This design comes from an exercise in tuning for small area and a short achievable clock period on the open sky130 flow, not from production work.
Function was checked by simulation only, so behaviour that the tests miss may differ from the original.
No activity file was given, so power comes from the tool's default toggle rates.

## design/flow/flow/run.sh

```bash
#!/bin/bash
# The standard layout, except that the port buffers are sky130_fd_sc_hd__buf_1 cells
# (buffer_ports otherwise picks a delay cell, clkdlybuf4s50_1, for every port).
set -euo pipefail
bash standard.sh synth > synth.log 2>&1
bash standard.sh "BUFFER_PORTS_ARGS=-buffer_cell sky130_fd_sc_hd__buf_1" finish > layout.log 2>&1
```

## design/flow/standard.sh

```bash
#!/bin/bash
# synth_recipe.tcl (not shown) runs the flow's synth.tcl, then flattens the netlist and writes it again
# the make line also repeats each setting of config.mk as NAME=value (left out here)
make -C /OpenROAD-flow-scripts/flow DESIGN_CONFIG=/design/flow/config.mk WORK_HOME=/design/flow/orfs CLKGATE_MAP_FILE= SYNTH_SCRIPT=/design/flow/synth_recipe.tcl "${@:-finish}"
```

## design/flow/config.mk

```make
export PLATFORM = sky130hd
export DESIGN_NAME = alu_top
export DESIGN_NICKNAME = alu_top
export VERILOG_FILES = /design/flow/design.v
export SDC_FILE = /design/flow/constraint.sdc
export NUM_CORES = 4
export LEC_CHECK = 0
export CAP_MARGIN = 20
export CORE_MARGIN = 2
export CORE_UTILIZATION = 40
export SETUP_SLACK_MARGIN = 3.6
export SLEW_MARGIN = 20
export SYNTH_HIERARCHICAL = 1
```

## design/flow/constraint.sdc

```tcl
create_clock -name core_clock -period 8.0 [get_ports {clk}]
set_input_delay 1.6000 -clock core_clock [delete_from_list [all_inputs] [get_ports {clk}]]
set_output_delay 1.6000 -clock core_clock [all_outputs]
set_load 0.01 [all_outputs]
```

## design/flow/design.v

```verilog
module alu(output [31:0] Y, output vout, zout, nout, cout, input [31:0] a, b, input [3:0] opcode, input vin, zin, nin, cin);
	wire [3:0] invb, ma, arith, kp, kg, kn;
	genvar k;
	generate for (k = 0; k < 4; k = k + 1) begin : dec
		alu_dec ud (.opcode(opcode), .invb(invb[k]), .ma(ma[k]), .arith(arith[k]), .kp(kp[k]), .kg(kg[k]), .kn(kn[k]));
	end endgenerate
	wire c0  = (opcode == 4'b0010) | (opcode == 4'b1010) | (cin & ((opcode == 4'b0101) | (opcode == 4'b0110))) |
	           (~cin & (opcode == 4'b0111));
	wire c0n = ~c0;
	wire ar  = (opcode[3:2] == 2'b01) | (opcode[3:1] == 3'b001) | (opcode[3:1] == 3'b101);
	wire rs  = (opcode == 4'b0011) | (opcode == 4'b0111);
	wire [31:0] y, g, qn, p, tn, gn;
	wire gn0_0;
	wire G1_1;
	wire G1_3;
	wire P1_3;
	wire G1_5;
	wire P1_5;
	wire G1_7;
	wire P1_7;
	wire G1_9;
	wire P1_9;
	wire G1_11;
	wire P1_11;
	wire G1_13;
	wire P1_13;
	wire G1_15;
	wire P1_15;
	wire G1_17;
	wire P1_17;
	wire G1_19;
	wire P1_19;
	wire G1_21;
	wire P1_21;
	wire G1_23;
	wire P1_23;
	wire G1_25;
	wire P1_25;
	wire G1_27;
	wire P1_27;
	wire G1_29;
	wire P1_29;
	wire G1_31;
	wire P1_31;
	wire G2_3n;
	wire G2_5n;
	wire P2_5n;
	wire G2_7n;
	wire P2_7n;
	wire G2_9n;
	wire P2_9n;
	wire G2_11n;
	wire P2_11n;
	wire G2_13n;
	wire P2_13n;
	wire G2_15n;
	wire P2_15n;
	wire G2_17n;
	wire P2_17n;
	wire G2_19n;
	wire P2_19n;
	wire G2_21n;
	wire P2_21n;
	wire G2_23n;
	wire P2_23n;
	wire G2_25n;
	wire P2_25n;
	wire G2_27n;
	wire P2_27n;
	wire G2_29n;
	wire P2_29n;
	wire G2_31n;
	wire P2_31n;
	wire G1_1_i;
	wire G3_5;
	wire G3_7;
	wire G3_9;
	wire P3_9;
	wire G3_11;
	wire P3_11;
	wire G3_13;
	wire P3_13;
	wire G3_15;
	wire P3_15;
	wire G3_17;
	wire P3_17;
	wire G3_19;
	wire P3_19;
	wire G3_21;
	wire P3_21;
	wire G3_23;
	wire P3_23;
	wire G3_25;
	wire P3_25;
	wire G3_27;
	wire P3_27;
	wire G3_29;
	wire P3_29;
	wire G3_31;
	wire P3_31;
	wire G4_9n;
	wire G2_3n_i;
	wire G4_11n;
	wire G4_13n;
	wire G4_15n;
	wire G4_17n;
	wire P4_17n;
	wire G4_19n;
	wire P4_19n;
	wire G4_21n;
	wire P4_21n;
	wire G4_23n;
	wire P4_23n;
	wire G4_25n;
	wire P4_25n;
	wire G4_27n;
	wire P4_27n;
	wire G4_29n;
	wire P4_29n;
	wire G4_31n;
	wire P4_31n;
	wire G5_17;
	wire G5_19;
	wire G3_5_i;
	wire G5_21;
	wire G3_7_i;
	wire G5_23;
	wire G5_25;
	wire G5_27;
	wire G5_29;
	wire G5_31;
	wire gn_2_i;
	wire qn_2_i;
	wire G6_2n;
	wire G6_4;
	wire gn_6_i;
	wire qn_6_i;
	wire G6_6n;
	wire gn_8_i;
	wire qn_8_i;
	wire G6_8n;
	wire G6_10;
	wire G6_12;
	wire G6_14;
	wire G6_16;
	wire gn_18_i;
	wire qn_18_i;
	wire G6_18n;
	wire gn_20_i;
	wire qn_20_i;
	wire G6_20n;
	wire gn_22_i;
	wire qn_22_i;
	wire G6_22n;
	wire gn_24_i;
	wire qn_24_i;
	wire G6_24n;
	wire gn_26_i;
	wire qn_26_i;
	wire G6_26n;
	wire gn_28_i;
	wire qn_28_i;
	wire G6_28n;
	wire gn_30_i;
	wire qn_30_i;
	wire G6_30n;
	genvar i;
	generate for (i = 0; i < 32; i = i + 1) begin : sl
		localparam integer K = i / 8;
		alu_xor2   ux (.y(y[i]),  .a(b[i]), .b(invb[K]));
		alu_and3   ug (.y(g[i]),  .a(a[i]), .b(ma[K]), .c(y[i]));
		alu_a21oi  uq (.y(qn[i]), .a1(a[i]), .a2(ma[K]), .b(y[i]));
		alu_nor2   up (.y(p[i]),  .a(qn[i]), .b(g[i]));
		alu_a222oi ut (.y(tn[i]), .a1(p[i]), .a2(kp[K]), .b1(g[i]), .b2(kg[K]), .c1(qn[i]), .c2(kn[K]));
		alu_nand3  un (.y(gn[i]), .a(a[i]), .b(y[i]), .c(arith[K]));
	end endgenerate
	alu_a2bb2oi u1 (.y(gn0_0), .a1n(qn[0]), .a2n(c0n), .b1(g[0]), .b2(arith[0]));
	alu_o21ai u2 (.y(G1_1), .a1(qn[1]), .a2(gn0_0), .b(gn[1]));
	alu_o21ai u3 (.y(G1_3), .a1(qn[3]), .a2(gn[2]), .b(gn[3]));
	alu_nor2 u4 (.y(P1_3), .a(qn[3]), .b(qn[2]));
	alu_o21ai u5 (.y(G1_5), .a1(qn[5]), .a2(gn[4]), .b(gn[5]));
	alu_nor2 u6 (.y(P1_5), .a(qn[5]), .b(qn[4]));
	alu_o21ai u7 (.y(G1_7), .a1(qn[7]), .a2(gn[6]), .b(gn[7]));
	alu_nor2 u8 (.y(P1_7), .a(qn[7]), .b(qn[6]));
	alu_o21ai u9 (.y(G1_9), .a1(qn[9]), .a2(gn[8]), .b(gn[9]));
	alu_nor2 u10 (.y(P1_9), .a(qn[9]), .b(qn[8]));
	alu_o21ai u11 (.y(G1_11), .a1(qn[11]), .a2(gn[10]), .b(gn[11]));
	alu_nor2 u12 (.y(P1_11), .a(qn[11]), .b(qn[10]));
	alu_o21ai u13 (.y(G1_13), .a1(qn[13]), .a2(gn[12]), .b(gn[13]));
	alu_nor2 u14 (.y(P1_13), .a(qn[13]), .b(qn[12]));
	alu_o21ai u15 (.y(G1_15), .a1(qn[15]), .a2(gn[14]), .b(gn[15]));
	alu_nor2 u16 (.y(P1_15), .a(qn[15]), .b(qn[14]));
	alu_o21ai u17 (.y(G1_17), .a1(qn[17]), .a2(gn[16]), .b(gn[17]));
	alu_nor2 u18 (.y(P1_17), .a(qn[17]), .b(qn[16]));
	alu_o21ai u19 (.y(G1_19), .a1(qn[19]), .a2(gn[18]), .b(gn[19]));
	alu_nor2 u20 (.y(P1_19), .a(qn[19]), .b(qn[18]));
	alu_o21ai u21 (.y(G1_21), .a1(qn[21]), .a2(gn[20]), .b(gn[21]));
	alu_nor2 u22 (.y(P1_21), .a(qn[21]), .b(qn[20]));
	alu_o21ai u23 (.y(G1_23), .a1(qn[23]), .a2(gn[22]), .b(gn[23]));
	alu_nor2 u24 (.y(P1_23), .a(qn[23]), .b(qn[22]));
	alu_o21ai u25 (.y(G1_25), .a1(qn[25]), .a2(gn[24]), .b(gn[25]));
	alu_nor2 u26 (.y(P1_25), .a(qn[25]), .b(qn[24]));
	alu_o21ai u27 (.y(G1_27), .a1(qn[27]), .a2(gn[26]), .b(gn[27]));
	alu_nor2 u28 (.y(P1_27), .a(qn[27]), .b(qn[26]));
	alu_o21ai u29 (.y(G1_29), .a1(qn[29]), .a2(gn[28]), .b(gn[29]));
	alu_nor2 u30 (.y(P1_29), .a(qn[29]), .b(qn[28]));
	alu_o21ai u31 (.y(G1_31), .a1(qn[31]), .a2(gn[30]), .b(gn[31]));
	alu_nor2 u32 (.y(P1_31), .a(qn[31]), .b(qn[30]));
	alu_a21oi u33 (.y(G2_3n), .a1(P1_3), .a2(G1_1), .b(G1_3));
	alu_a21oi u34 (.y(G2_5n), .a1(P1_5), .a2(G1_3), .b(G1_5));
	alu_nand2 u35 (.y(P2_5n), .a(P1_5), .b(P1_3));
	alu_a21oi u36 (.y(G2_7n), .a1(P1_7), .a2(G1_5), .b(G1_7));
	alu_nand2 u37 (.y(P2_7n), .a(P1_7), .b(P1_5));
	alu_a21oi u38 (.y(G2_9n), .a1(P1_9), .a2(G1_7), .b(G1_9));
	alu_nand2 u39 (.y(P2_9n), .a(P1_9), .b(P1_7));
	alu_a21oi u40 (.y(G2_11n), .a1(P1_11), .a2(G1_9), .b(G1_11));
	alu_nand2 u41 (.y(P2_11n), .a(P1_11), .b(P1_9));
	alu_a21oi u42 (.y(G2_13n), .a1(P1_13), .a2(G1_11), .b(G1_13));
	alu_nand2 u43 (.y(P2_13n), .a(P1_13), .b(P1_11));
	alu_a21oi u44 (.y(G2_15n), .a1(P1_15), .a2(G1_13), .b(G1_15));
	alu_nand2 u45 (.y(P2_15n), .a(P1_15), .b(P1_13));
	alu_a21oi u46 (.y(G2_17n), .a1(P1_17), .a2(G1_15), .b(G1_17));
	alu_nand2 u47 (.y(P2_17n), .a(P1_17), .b(P1_15));
	alu_a21oi u48 (.y(G2_19n), .a1(P1_19), .a2(G1_17), .b(G1_19));
	alu_nand2 u49 (.y(P2_19n), .a(P1_19), .b(P1_17));
	alu_a21oi u50 (.y(G2_21n), .a1(P1_21), .a2(G1_19), .b(G1_21));
	alu_nand2 u51 (.y(P2_21n), .a(P1_21), .b(P1_19));
	alu_a21oi u52 (.y(G2_23n), .a1(P1_23), .a2(G1_21), .b(G1_23));
	alu_nand2 u53 (.y(P2_23n), .a(P1_23), .b(P1_21));
	alu_a21oi u54 (.y(G2_25n), .a1(P1_25), .a2(G1_23), .b(G1_25));
	alu_nand2 u55 (.y(P2_25n), .a(P1_25), .b(P1_23));
	alu_a21oi u56 (.y(G2_27n), .a1(P1_27), .a2(G1_25), .b(G1_27));
	alu_nand2 u57 (.y(P2_27n), .a(P1_27), .b(P1_25));
	alu_a21oi u58 (.y(G2_29n), .a1(P1_29), .a2(G1_27), .b(G1_29));
	alu_nand2 u59 (.y(P2_29n), .a(P1_29), .b(P1_27));
	alu_a21oi u60 (.y(G2_31n), .a1(P1_31), .a2(G1_29), .b(G1_31));
	alu_nand2 u61 (.y(P2_31n), .a(P1_31), .b(P1_29));
	alu_inv u62 (.y(G1_1_i), .a(G1_1));
	alu_o21ai u63 (.y(G3_5), .a1(P2_5n), .a2(G1_1_i), .b(G2_5n));
	alu_o21ai u64 (.y(G3_7), .a1(P2_7n), .a2(G2_3n), .b(G2_7n));
	alu_o21ai u65 (.y(G3_9), .a1(P2_9n), .a2(G2_5n), .b(G2_9n));
	alu_nor2 u66 (.y(P3_9), .a(P2_9n), .b(P2_5n));
	alu_o21ai u67 (.y(G3_11), .a1(P2_11n), .a2(G2_7n), .b(G2_11n));
	alu_nor2 u68 (.y(P3_11), .a(P2_11n), .b(P2_7n));
	alu_o21ai u69 (.y(G3_13), .a1(P2_13n), .a2(G2_9n), .b(G2_13n));
	alu_nor2 u70 (.y(P3_13), .a(P2_13n), .b(P2_9n));
	alu_o21ai u71 (.y(G3_15), .a1(P2_15n), .a2(G2_11n), .b(G2_15n));
	alu_nor2 u72 (.y(P3_15), .a(P2_15n), .b(P2_11n));
	alu_o21ai u73 (.y(G3_17), .a1(P2_17n), .a2(G2_13n), .b(G2_17n));
	alu_nor2 u74 (.y(P3_17), .a(P2_17n), .b(P2_13n));
	alu_o21ai u75 (.y(G3_19), .a1(P2_19n), .a2(G2_15n), .b(G2_19n));
	alu_nor2 u76 (.y(P3_19), .a(P2_19n), .b(P2_15n));
	alu_o21ai u77 (.y(G3_21), .a1(P2_21n), .a2(G2_17n), .b(G2_21n));
	alu_nor2 u78 (.y(P3_21), .a(P2_21n), .b(P2_17n));
	alu_o21ai u79 (.y(G3_23), .a1(P2_23n), .a2(G2_19n), .b(G2_23n));
	alu_nor2 u80 (.y(P3_23), .a(P2_23n), .b(P2_19n));
	alu_o21ai u81 (.y(G3_25), .a1(P2_25n), .a2(G2_21n), .b(G2_25n));
	alu_nor2 u82 (.y(P3_25), .a(P2_25n), .b(P2_21n));
	alu_o21ai u83 (.y(G3_27), .a1(P2_27n), .a2(G2_23n), .b(G2_27n));
	alu_nor2 u84 (.y(P3_27), .a(P2_27n), .b(P2_23n));
	alu_o21ai u85 (.y(G3_29), .a1(P2_29n), .a2(G2_25n), .b(G2_29n));
	alu_nor2 u86 (.y(P3_29), .a(P2_29n), .b(P2_25n));
	alu_o21ai u87 (.y(G3_31), .a1(P2_31n), .a2(G2_27n), .b(G2_31n));
	alu_nor2 u88 (.y(P3_31), .a(P2_31n), .b(P2_27n));
	alu_a21oi u89 (.y(G4_9n), .a1(P3_9), .a2(G1_1), .b(G3_9));
	alu_inv u90 (.y(G2_3n_i), .a(G2_3n));
	alu_a21oi u91 (.y(G4_11n), .a1(P3_11), .a2(G2_3n_i), .b(G3_11));
	alu_a21oi u92 (.y(G4_13n), .a1(P3_13), .a2(G3_5), .b(G3_13));
	alu_a21oi u93 (.y(G4_15n), .a1(P3_15), .a2(G3_7), .b(G3_15));
	alu_a21oi u94 (.y(G4_17n), .a1(P3_17), .a2(G3_9), .b(G3_17));
	alu_nand2 u95 (.y(P4_17n), .a(P3_17), .b(P3_9));
	alu_a21oi u96 (.y(G4_19n), .a1(P3_19), .a2(G3_11), .b(G3_19));
	alu_nand2 u97 (.y(P4_19n), .a(P3_19), .b(P3_11));
	alu_a21oi u98 (.y(G4_21n), .a1(P3_21), .a2(G3_13), .b(G3_21));
	alu_nand2 u99 (.y(P4_21n), .a(P3_21), .b(P3_13));
	alu_a21oi u100 (.y(G4_23n), .a1(P3_23), .a2(G3_15), .b(G3_23));
	alu_nand2 u101 (.y(P4_23n), .a(P3_23), .b(P3_15));
	alu_a21oi u102 (.y(G4_25n), .a1(P3_25), .a2(G3_17), .b(G3_25));
	alu_nand2 u103 (.y(P4_25n), .a(P3_25), .b(P3_17));
	alu_a21oi u104 (.y(G4_27n), .a1(P3_27), .a2(G3_19), .b(G3_27));
	alu_nand2 u105 (.y(P4_27n), .a(P3_27), .b(P3_19));
	alu_a21oi u106 (.y(G4_29n), .a1(P3_29), .a2(G3_21), .b(G3_29));
	alu_nand2 u107 (.y(P4_29n), .a(P3_29), .b(P3_21));
	alu_a21oi u108 (.y(G4_31n), .a1(P3_31), .a2(G3_23), .b(G3_31));
	alu_nand2 u109 (.y(P4_31n), .a(P3_31), .b(P3_23));
	alu_o21ai u110 (.y(G5_17), .a1(P4_17n), .a2(G1_1_i), .b(G4_17n));
	alu_o21ai u111 (.y(G5_19), .a1(P4_19n), .a2(G2_3n), .b(G4_19n));
	alu_inv u112 (.y(G3_5_i), .a(G3_5));
	alu_o21ai u113 (.y(G5_21), .a1(P4_21n), .a2(G3_5_i), .b(G4_21n));
	alu_inv u114 (.y(G3_7_i), .a(G3_7));
	alu_o21ai u115 (.y(G5_23), .a1(P4_23n), .a2(G3_7_i), .b(G4_23n));
	alu_o21ai u116 (.y(G5_25), .a1(P4_25n), .a2(G4_9n), .b(G4_25n));
	alu_o21ai u117 (.y(G5_27), .a1(P4_27n), .a2(G4_11n), .b(G4_27n));
	alu_o21ai u118 (.y(G5_29), .a1(P4_29n), .a2(G4_13n), .b(G4_29n));
	alu_o21ai u119 (.y(G5_31), .a1(P4_31n), .a2(G4_15n), .b(G4_31n));
	alu_inv u120 (.y(gn_2_i), .a(gn[2]));
	alu_inv u121 (.y(qn_2_i), .a(qn[2]));
	alu_a21oi u122 (.y(G6_2n), .a1(qn_2_i), .a2(G1_1), .b(gn_2_i));
	alu_o21ai u123 (.y(G6_4), .a1(qn[4]), .a2(G2_3n), .b(gn[4]));
	alu_inv u124 (.y(gn_6_i), .a(gn[6]));
	alu_inv u125 (.y(qn_6_i), .a(qn[6]));
	alu_a21oi u126 (.y(G6_6n), .a1(qn_6_i), .a2(G3_5), .b(gn_6_i));
	alu_inv u127 (.y(gn_8_i), .a(gn[8]));
	alu_inv u128 (.y(qn_8_i), .a(qn[8]));
	alu_a21oi u129 (.y(G6_8n), .a1(qn_8_i), .a2(G3_7), .b(gn_8_i));
	alu_o21ai u130 (.y(G6_10), .a1(qn[10]), .a2(G4_9n), .b(gn[10]));
	alu_o21ai u131 (.y(G6_12), .a1(qn[12]), .a2(G4_11n), .b(gn[12]));
	alu_o21ai u132 (.y(G6_14), .a1(qn[14]), .a2(G4_13n), .b(gn[14]));
	alu_o21ai u133 (.y(G6_16), .a1(qn[16]), .a2(G4_15n), .b(gn[16]));
	alu_inv u134 (.y(gn_18_i), .a(gn[18]));
	alu_inv u135 (.y(qn_18_i), .a(qn[18]));
	alu_a21oi u136 (.y(G6_18n), .a1(qn_18_i), .a2(G5_17), .b(gn_18_i));
	alu_inv u137 (.y(gn_20_i), .a(gn[20]));
	alu_inv u138 (.y(qn_20_i), .a(qn[20]));
	alu_a21oi u139 (.y(G6_20n), .a1(qn_20_i), .a2(G5_19), .b(gn_20_i));
	alu_inv u140 (.y(gn_22_i), .a(gn[22]));
	alu_inv u141 (.y(qn_22_i), .a(qn[22]));
	alu_a21oi u142 (.y(G6_22n), .a1(qn_22_i), .a2(G5_21), .b(gn_22_i));
	alu_inv u143 (.y(gn_24_i), .a(gn[24]));
	alu_inv u144 (.y(qn_24_i), .a(qn[24]));
	alu_a21oi u145 (.y(G6_24n), .a1(qn_24_i), .a2(G5_23), .b(gn_24_i));
	alu_inv u146 (.y(gn_26_i), .a(gn[26]));
	alu_inv u147 (.y(qn_26_i), .a(qn[26]));
	alu_a21oi u148 (.y(G6_26n), .a1(qn_26_i), .a2(G5_25), .b(gn_26_i));
	alu_inv u149 (.y(gn_28_i), .a(gn[28]));
	alu_inv u150 (.y(qn_28_i), .a(qn[28]));
	alu_a21oi u151 (.y(G6_28n), .a1(qn_28_i), .a2(G5_27), .b(gn_28_i));
	alu_inv u152 (.y(gn_30_i), .a(gn[30]));
	alu_inv u153 (.y(qn_30_i), .a(qn[30]));
	alu_a21oi u154 (.y(G6_30n), .a1(qn_30_i), .a2(G5_29), .b(gn_30_i));
	assign Y[0] = ~(tn[0] ^ c0);
	alu_xor2 u155 (.y(Y[1]), .a(tn[1]), .b(gn0_0));
	alu_xnor2 u156 (.y(Y[2]), .a(tn[2]), .b(G1_1));
	alu_xor2 u157 (.y(Y[3]), .a(tn[3]), .b(G6_2n));
	alu_xor2 u158 (.y(Y[4]), .a(tn[4]), .b(G2_3n));
	alu_xnor2 u159 (.y(Y[5]), .a(tn[5]), .b(G6_4));
	alu_xnor2 u160 (.y(Y[6]), .a(tn[6]), .b(G3_5));
	alu_xor2 u161 (.y(Y[7]), .a(tn[7]), .b(G6_6n));
	alu_xnor2 u162 (.y(Y[8]), .a(tn[8]), .b(G3_7));
	alu_xor2 u163 (.y(Y[9]), .a(tn[9]), .b(G6_8n));
	alu_xor2 u164 (.y(Y[10]), .a(tn[10]), .b(G4_9n));
	alu_xnor2 u165 (.y(Y[11]), .a(tn[11]), .b(G6_10));
	alu_xor2 u166 (.y(Y[12]), .a(tn[12]), .b(G4_11n));
	alu_xnor2 u167 (.y(Y[13]), .a(tn[13]), .b(G6_12));
	alu_xor2 u168 (.y(Y[14]), .a(tn[14]), .b(G4_13n));
	alu_xnor2 u169 (.y(Y[15]), .a(tn[15]), .b(G6_14));
	alu_xor2 u170 (.y(Y[16]), .a(tn[16]), .b(G4_15n));
	alu_xnor2 u171 (.y(Y[17]), .a(tn[17]), .b(G6_16));
	alu_xnor2 u172 (.y(Y[18]), .a(tn[18]), .b(G5_17));
	alu_xor2 u173 (.y(Y[19]), .a(tn[19]), .b(G6_18n));
	alu_xnor2 u174 (.y(Y[20]), .a(tn[20]), .b(G5_19));
	alu_xor2 u175 (.y(Y[21]), .a(tn[21]), .b(G6_20n));
	alu_xnor2 u176 (.y(Y[22]), .a(tn[22]), .b(G5_21));
	alu_xor2 u177 (.y(Y[23]), .a(tn[23]), .b(G6_22n));
	alu_xnor2 u178 (.y(Y[24]), .a(tn[24]), .b(G5_23));
	alu_xor2 u179 (.y(Y[25]), .a(tn[25]), .b(G6_24n));
	alu_xnor2 u180 (.y(Y[26]), .a(tn[26]), .b(G5_25));
	alu_xor2 u181 (.y(Y[27]), .a(tn[27]), .b(G6_26n));
	alu_xnor2 u182 (.y(Y[28]), .a(tn[28]), .b(G5_27));
	alu_xor2 u183 (.y(Y[29]), .a(tn[29]), .b(G6_28n));
	alu_xnor2 u184 (.y(Y[30]), .a(tn[30]), .b(G5_29));
	alu_xor2 u185 (.y(Y[31]), .a(tn[31]), .b(G6_30n));
	wire c32 = G5_31;
	wire c31 = ~G6_30n;
	assign nout = Y[31];
	assign cout = ar ? (c32 ^ rs) : cin;
	assign vout = ar ? (c32 ^ c31) : vin;
	assign zout = ~|Y;
endmodule
module alu_dec(input [3:0] opcode, output invb, ma, arith, kp, kg, kn);
	wire op_and = (opcode[2:0] == 3'b000);                                 
	wire op_eor = (opcode[2:0] == 3'b001);                                 
	wire op_sub = (opcode == 4'b0010) | (opcode == 4'b0110) | (opcode == 4'b1010);  
	wire op_rsb = (opcode == 4'b0011) | (opcode == 4'b0111);               
	wire op_add = (opcode == 4'b0100) | (opcode == 4'b0101) | (opcode == 4'b1011);  
	wire op_orr = (opcode == 4'b1100);
	wire op_mov = (opcode == 4'b1101);
	wire op_bic = (opcode == 4'b1110);
	wire op_mvn = (opcode == 4'b1111);
	assign arith = op_sub | op_rsb | op_add;
	assign invb  = op_sub | op_rsb | op_bic | op_mvn;
	assign ma    = ~(op_mov | op_mvn);
	assign kp    = op_eor | op_sub | op_add | op_orr | op_mov | op_mvn;
	assign kg    = op_and | op_orr | op_bic | op_rsb;
	assign kn    = op_rsb;
endmodule
module alu_a21oi(output y, input a1, a2, b);
	assign y = ~((a1 & a2) | b);
endmodule
module alu_a222oi(output y, input a1, a2, b1, b2, c1, c2);
	assign y = ~((a1 & a2) | (b1 & b2) | (c1 & c2));
endmodule
module alu_a2bb2oi(output y, input a1n, a2n, b1, b2);
	assign y = ~((~a1n & ~a2n) | (b1 & b2));
endmodule
module alu_and3(output y, input a, b, c);
	assign y = a & b & c;
endmodule
module alu_inv(output y, input a);
	assign y = ~a;
endmodule
module alu_nand2(output y, input a, b);
	assign y = ~(a & b);
endmodule
module alu_nand3(output y, input a, b, c);
	assign y = ~(a & b & c);
endmodule
module alu_nor2(output y, input a, b);
	assign y = ~(a | b);
endmodule
module alu_o21ai(output y, input a1, a2, b);
	assign y = ~((a1 | a2) & b);
endmodule
module alu_xnor2(output y, input a, b);
	assign y = ~(a ^ b);
endmodule
module alu_xor2(output y, input a, b);
	assign y = a ^ b;
endmodule
module alu_top(
	input             clk,
	input      [31:0] a,
	input      [31:0] b,
	input      [3:0]  opcode,
	input             vin,
	input             zin,
	input             nin,
	input             cin,
	output reg [31:0] Y,
	output reg        vout,
	output reg        zout,
	output reg        nout,
	output reg        cout
);
	wire [31:0] y_c;
	wire v_c, z_c, n_c, c_c;
	alu alu1(y_c, v_c, z_c, n_c, c_c, a, b, opcode, vin, zin, nin, cin);
	always @(posedge clk) begin
		Y    <= y_c;
		vout <= v_c;
		zout <= z_c;
		nout <= y_c[31];
		cout <= c_c;
	end
endmodule
```

==> impl_metrics.json <==
{
  "outcome": "finished clean",
  "path_class": "in -> reg",
  "fin_ws_ns": 3.72,
  "crit_arrival_ns": 4.51,
  "seqCellArea_um2": 701,
  "dp_hpwl_mm": 8.46,
  "maxSlewViolCount": 0,
  "holdWs_ns": 1.53,
  "io-pin-count": 109,
  "hold_viol": 0,
  "fillers": 929,
  "cts_tree": "yes",
  "cts_buffers": 5,
  "power.density_cell_area_nw_per_um2": 194,
  "antenna_found_initial": 0,
  "die-area_um2": 10000,
  "routed_via_density": 5.88,
  "grt_max_degree": 30,
  "io_buffers": 106,
  "met3_usage": 0.0348,
  "cp_max_fo": 28,
  "grt_pass1_vias": 3759,
  "met1_usage": 0.287,
  "slew-limit-headroom": 0.501,
  "drive_above_1_share": 0.243,
  "max_clock_freq_ghz": 0.234,
  "synth_largest_area_cell": "dfxtp_1",
  "post_drt_wl_per_cell_um": 15.7,
  "netlist.area_leader.share": 0.189,
  "row_count": 35,
  "grt_first_pass_wirelength_mm": 17.8,
  "gp_congestion": 0.845,
  "core-area_um2": 9110,
  "postCtsHoldBufs": 0,
  "synthCells": 488,
  "ys_ff_latch": 35,
  "rsz0062_at_grt": "no",
  "clkSinkCount": 35,
  "ant_nets": 0,
  "yosysSeqAreaShare": 0.189,
  "vdd_drop_max_uv": 98.8,
  "overflow": 0,
  "max-clock-path-buffers": 2,
  "synthTopCellsByArea": "dfxtp_1 (19%), a21oi_2 (17%), xor2_1 (12%), a222oi_1 (8.7%), nor2_1 (6.7%)",
  "dpl-instance-area_um2": 4230,
  "grt_use_total": 0.215,
  "tns_ns": 0,
  "multi_input_area_um2": 3160,
  "tightest_slew_ns": 0.748,
  "ys_warn_count": 7,
  "die_y_um": 100,
  "initial_core_util": 0.406,
  "synth_cell_type_count": 32,
  "finalSetupViolCount": 0,
  "die_w_um": 100,
  "clk_pin_slew_worst_paths_ns": 0.08,
  "busiest_layer": "met2",
  "vias": 4213,
  "layout_min_cycle_time_ns": 4.28,
  "hold_class": "in -> reg",
  "whs_path_depth": 2,
  "drt_iter0_drc": 359,
  "maxCapViolCount": 0,
  "pre_cts_slack_ns": 2.01,
  "grtUsageMet2": 0.363,
  "synthesis.area_um2": 3700,
  "end_kind": "register",
  "nets": 678,
  "antenna_cells": 0,
  "htree_levels": 2,
  "syn_to_final_growth_pct": 26.0,
  "drt_pass1_iterations": 9,
  "syn_nets": 561,
  "startpoint_type": "input port",
  "finalCritPeriodShare": 0.534,
  "cp.required_ns": 8.23,
  "wl_mm": 11.3,
  "cts-root-buf": "clkbuf_8",
  "synth.avg_cell_area_um2": 7.59,
  "final_area_um2": 4670,
  "drc": 0,
  "leakagePower_uw": 0.00170
}
synthesized netlist by cell type, drive strengths merged:
cell and instances:
a211oi 2, inv 26, xnor2 16, a2bb2oi 1, mux2 1, a222oi 32
nand3 35, nor4 7, and4b 4, nand2 27, nand4b 2, and3b 4
o211ai 1, nand3b 1, o21bai 4, xor2 49, o22ai 1, o2bb2ai 1
o21ai 45, nand4 3, nor3 10, a21oi 75, buf 2, o21a 4
or3b 1, nor2 66, nor3b 1, dfxtp 35, and3 32
layer usage:
layer | up-vias | share of wire | wire length [µm]
met1 | 1945 | 0.44 | 4930
li1 | 2064 | - | -
met2 | 184 | 0.48 | 5350
met5 | - | 0 | 0
met4 | 0 | 0.017 | 196
met3 | 20 | 0.069 | 776
flip-flops by register name, indices dropped and copies added, names as in the netlist:
register / cells
Y: 32
zout: 1
cout: 1
vout: 1
modules after synthesis, one instance, submodules excluded, a selection:
module,flip-flops and latches,copies in the design
alu_top,35,1
alu,0,1
alu_a222oi,0,32
alu_a21oi,0,69
alu_xnor2,0,15
alu_o21ai,0,43
alu_nor2,0,59
alu_inv,0,24
alu_nand2,0,22
stage by stage:
step                       util  power [µW]  std cells
after floorplan               -         589        488
after global placement    0.464         715        703
after detailed placement  0.464         722        703
after CTS                 0.485         874        712
after global routing      0.512         966        716
final                     0.512         904        716
placed cells by master, fill, tap and decap left out, types with 5 or more instances in the layout:
cell,synthesis,layout
a21oi_2,70,68
a21oi_4,0,5
a222oi_1,32,32
and3_1,32,32
buf_1,0,102
buf_4,2,6
clkbuf_8,0,6
dfxtp_1,35,35
inv_1,26,26
nand2_1,27,27
nand3_1,35,32
nor2_1,66,58
nor2_2,0,8
nor3_1,5,5
nor3_2,5,5
o21ai_1,43,29
o21ai_2,0,11
xnor2_1,16,16
xor2_1,49,42
xor2_2,0,7
report_power, final:
part / switching, µW / total (µW) / internal [µW]
logic: 323 / 513 / 190
clock network: 67.5 / 135 / 67.6
registers: 15.2 / 256 / 241
final cells by class:
class / count / share of cell area
flip-flops and latches: 35 / 0.150
clock inverters: 1 / 0.00107
clock buffers: 6 / 0.0177
well taps: 111 / 0.0298
multi-input cells: 425 / 0.677
inverters: 26 / 0.0209
repair buffers: 112 / 0.103
worst max-delay path: stages:
cell,delay [ns]
buf_8,0.18
nand2_1,0.10
o21a_4,0.28
xor2_2,0.20
and3_1,0.27
a2bb2oi_4,0.10
o21ai_4,0.23
inv_1,0.13
o21ai_4,0.20
a21oi_4,0.10
o21ai_2,0.20
buf_4,0.14
xnor2_1,0.10
nor4_2,0.29
nand4_1,0.22
nor3_2,0.14
timing repair:
action	in CTS	in global routing
endpoints found under the setup margin	28	1
pin swaps	2	8
resized for setup	37	43
setup buffers	2	4
final timing paths:
path	from	to	slack (ns)
setup / recovery	opcode[3]	zout$_DFF_P_	3.72
hold / removal	vin	vout$_DFF_P_	1.53
logic make-up after synthesis:
family,synth area share
simple gates,0.270
compound gates,0.353
xor+xnor,0.154
flops,0.189
buf+inv,0.0304
mux,0.00304

port drivers added, routing unchanged:
The results above use ideal ports. As a check the final layout listed here was re-extracted and re-timed, cells and wires unchanged. Step 1, drivers: a clkbuf_16 drives clk and a buf_2 each remaining input, both assumed. Step 2 adds t to the input delays and takes it off the output delays; t is the mean of the earliest and latest rising clock arrival at the registers after step 1. Input paths then give back, and output paths get back, about the clock's delay inside the block. Three values: ideal ports, drivers, drivers and shift; two values: the first two.
shift t [ns]: 0.326
slack for setup (ns): 3.725 / 3.709 / 3.383
worst register clock-pin slew, ns: 0.08 / 0.08
pins driven straight from the clock port: 1
After both steps setup and hold are still met in this run. The setup slack of this run moves by -0.016 ns with the drivers and by -0.342 ns with both steps.
